Source: an optimization exercise on an open RTL-to-GDS flow (aim: small area, a short achievable clock period and few clock cycles). Production flows keep margins and buffers that such runs may drop. Function was checked by simulation only, so behaviour that the tests miss may differ from the original.

==> flow/design.v (excerpt) <==
module engine (
   input                      clk,
   input                      rst,
   output                     done,
   input    [63:0]            num_rows_in,
   input    [63:0]            row_start_in,
   input    [63:0]            row_skip_in,
   input    [63:0]            rows_size_in,            
   input    [63:0]            hash_mask_in,
   input                      row_rq_stall_in,
   output                     row_rq_vld_out,
   output   [47:0]            row_rq_vadr_out,
   output                     row_rs_stall_out,
   input                      row_rs_vld_in,
   input    [63:0]            row_rs_data_in,
   input                      ht_rq_afull_in,
   output                     ht_rq_vld_out,
   output   [47:0]            ht_rq_address_out,
   output                     ht_rs_afull_out,
   input                      ht_rs_write_en_in,
   input    [63:0]            ht_rs_data_in,
   input                      ll_rq_0_afull_in,
   output                     ll_rq_0_vld_out,
   output   [47:0]            ll_rq_0_address_out,
   output                     ll_rs_0_afull_out,
   input                      ll_rs_0_write_en_in,
   input    [63:0]            ll_rs_0_data_in,
   input                      ll_rq_1_afull_in,
   output                     ll_rq_1_vld_out,
   output   [47:0]            ll_rq_1_address_out,
   output                     ll_rs_1_afull_out,
   input                      ll_rs_1_write_en_in,
   input    [63:0]            ll_rs_1_data_in,
   output                     output_empty_out,
   input                      output_read_en_in,
   output   [63:0]            output_dim_table_out,
   output   [63:0]            output_fact_table_out
);
Size in the first run: about 920 I/O pins, roughly 87,000 sq um of cells after synthesis.
export LEC_CHECK = 0
export CAP_MARGIN = 20
export CORE_MARGIN = 2
export CORE_UTILIZATION = 50
export SLEW_MARGIN = 20
export TNS_END_PERCENT = 100
create_clock -name core_clock -period 11.0 [get_ports {clk}]
standard.sh (not shown) runs the stock make flow with config.mk's settings and CLKGATE_MAP_FILE= SYNTH_SCRIPT=/design/flow/synth_recipe.tcl, a recipe that flattens the netlist after the stock synthesis.
==> flow/flow/run.sh <==
#!/bin/bash
set -euo pipefail
export BUFFER_PORTS_ARGS="-buffer_cell sky130_fd_sc_hd__buf_1"
export SETUP_SLACK_MARGIN=6.3
bash standard.sh > standard_flow.log 2>&1
The first run completed without violations.
Testbench counts at the start, summed over its fixed seeds: cycles 29,088.
Next try:
--- a/flow/design.v
+++ b/flow/design.v
@@ -116,34 +116,43 @@
    begin
       if (rst == 1'd1)
          idx_s <= row_start_in;
       else if (row_issue_s)
          idx_s <= idx_s + skip_s;
       skip_s <= row_skip_in;
       left_s <= (idx_s < num_rows_in);
       if (rst == 1'd1)
          left_vld_s <= 1'd0;
       else
          left_vld_s <= !row_issue_s;
    end
-   assign row_issue_s      = run_s && left_vld_s && left_s && (row_out_s != ROW_CAP) &&
-                             !row_rq_stall_in;
+   reg                        row_ok_s;
+   wire  [3:0]                row_out_nx_s = row_out_s + {3'd0, row_issue_s} - {3'd0, row_rs_vld_in};
+   always @(posedge clk)
+   begin
+      if (rst == 1'd1)
+         row_ok_s <= 1'd0;
+      else
+         row_ok_s <= !row_issue_s && (run_s || icnt_s == 6'd48) && (idx_s < num_rows_in) &&
+                     (row_out_nx_s != ROW_CAP);
+   end
+   assign row_issue_s      = row_ok_s && !row_rq_stall_in;
    assign row_rq_vld_out   = row_issue_s;
    assign row_rq_vadr_out  = {3'd0, bh_s, bl_s[23:3]};
    always @(posedge clk)
    begin
       if (rst == 1'd1)
          row_out_s <= 4'd0;
       else
-         row_out_s <= row_out_s + {3'd0, row_issue_s} - {3'd0, row_rs_vld_in};
+         row_out_s <= row_out_nx_s;
    end
    reg   [63:0]               slot_v_s [0:K-1];
    reg   [K-1:0]              busy_s;
    reg   [TW-1:0]             alloc_s;
    integer                    i;
    always @*
    begin
       alloc_s = {TW{1'b0}};
       for (i = K-1; i >= 0; i = i - 1)
          if (!busy_s[i]) alloc_s = i;
    end
    always @(posedge clk)
@@ -202,41 +211,51 @@
          b_vld_s <= 1'd1;
       else if (ht_issue_s)
          b_vld_s <= 1'd0;
       if (a_to_b_s) begin
          b_adr_s <= hash_s & hash_mask_in[30:0];
          b_tag_s <= a_tag_s;
       end
    end
    reg   [TW-1:0]             htf_s [0:HTD-1];
    reg   [HW-1:0]             htf_wr_s;
    reg   [HW-1:0]             htf_rd_s;
    reg   [HW:0]               htf_cnt_s;
-   assign ht_issue_s          = b_vld_s && (htf_cnt_s != HTD) && !ht_rq_afull_in;
+   reg                        ht_ok_s;
+   wire  [HW:0]               htf_cnt_nx_s = htf_cnt_s + {{HW{1'b0}}, ht_issue_s} -
+                                             {{HW{1'b0}}, ht_rs_write_en_in};
+   always @(posedge clk)
+   begin
+      if (rst == 1'd1)
+         ht_ok_s <= 1'd0;
+      else
+         ht_ok_s <= (a_to_b_s || (b_vld_s && !ht_issue_s)) && (htf_cnt_nx_s != HTD);
+   end
+   assign ht_issue_s          = ht_ok_s && !ht_rq_afull_in;
    assign ht_rq_vld_out       = ht_issue_s;
    assign ht_rq_address_out   = {17'd0, b_adr_s};
    always @(posedge clk)
    begin
       if (ht_issue_s)
          htf_s[htf_wr_s] <= b_tag_s;
       if (rst == 1'd1) begin
          htf_wr_s  <= {HW{1'b0}};
          htf_rd_s  <= {HW{1'b0}};
          htf_cnt_s <= {(HW+1){1'b0}};
       end else begin
          if (ht_issue_s)
             htf_wr_s <= htf_wr_s + 1'd1;
          if (ht_rs_write_en_in)
             htf_rd_s <= htf_rd_s + 1'd1;
-         htf_cnt_s <= htf_cnt_s + {{HW{1'b0}}, ht_issue_s} - {{HW{1'b0}}, ht_rs_write_en_in};
+         htf_cnt_s <= htf_cnt_nx_s;
       end
    end
    wire  [TW-1:0]             ht_tag_s = htf_s[htf_rd_s];
    wire                       ht_nil_s = (ht_rs_data_in == 64'hFFFF_FFFF_FFFF_FFFF);
    reg                        q_vld_s;
    reg   [47:0]               q_ptr_s;
    reg   [TW-1:0]             q_tag_s;
    assign ht_rs_afull_out = q_vld_s;
    reg   [47:0]               rq_ptr_s [0:1];
    reg                        rq_wr_s;
    reg                        rq_rd0_s;
    reg                        rq_rd1_s;
Result: Critical path depth shrinks by 1. Routed wire length hardly moves. Flip-flop and latch count grows by 2. Synthesized cell count hardly moves. Final cell count hardly moves. Die area barely changes. Synthesized area barely changes. Via count is about the same. First-iteration DRC count shrinks by 1.2%. Clock skew shrinks by 0.0043 ns. Cell area grows by 0.55%. Utilization grows by 0.38 points.
Testbench counts after the change, summed over its fixed seeds: cycles 29,088.

[static timing again, ports no longer ideal]
The flow's constraints put no driver on any port. The routed layouts listed below were extracted and timed again, unchanged, in two steps. Step 1: set_driving_cell puts a clkbuf_16 on clk and a buf_2 on each other input, an assumption about the parent block. Step 2 also shifts input and output timing later by t, the mid clock arrival at the registers, as if the neighbouring blocks saw the same clock. a / b / c = ideal ports / drivers / drivers and shift; a / b = the first two.
run	t (ns)	slack for setup (ns)	worst setup path at the end	worst register clock-pin slew, ns	pins driven straight from the clock port
the first run	0.911	5.934 / 5.823 / 5.531	input to register	0.07 / 0.07	1
the second run	0.895	6.179 / 6.090 / 5.502	input to register	0.07 / 0.07	1
After both steps setup and hold are still met in every run listed. The setup slack of the second run, which loses most, moves by -0.089 ns with the drivers and by -0.677 ns with both steps.
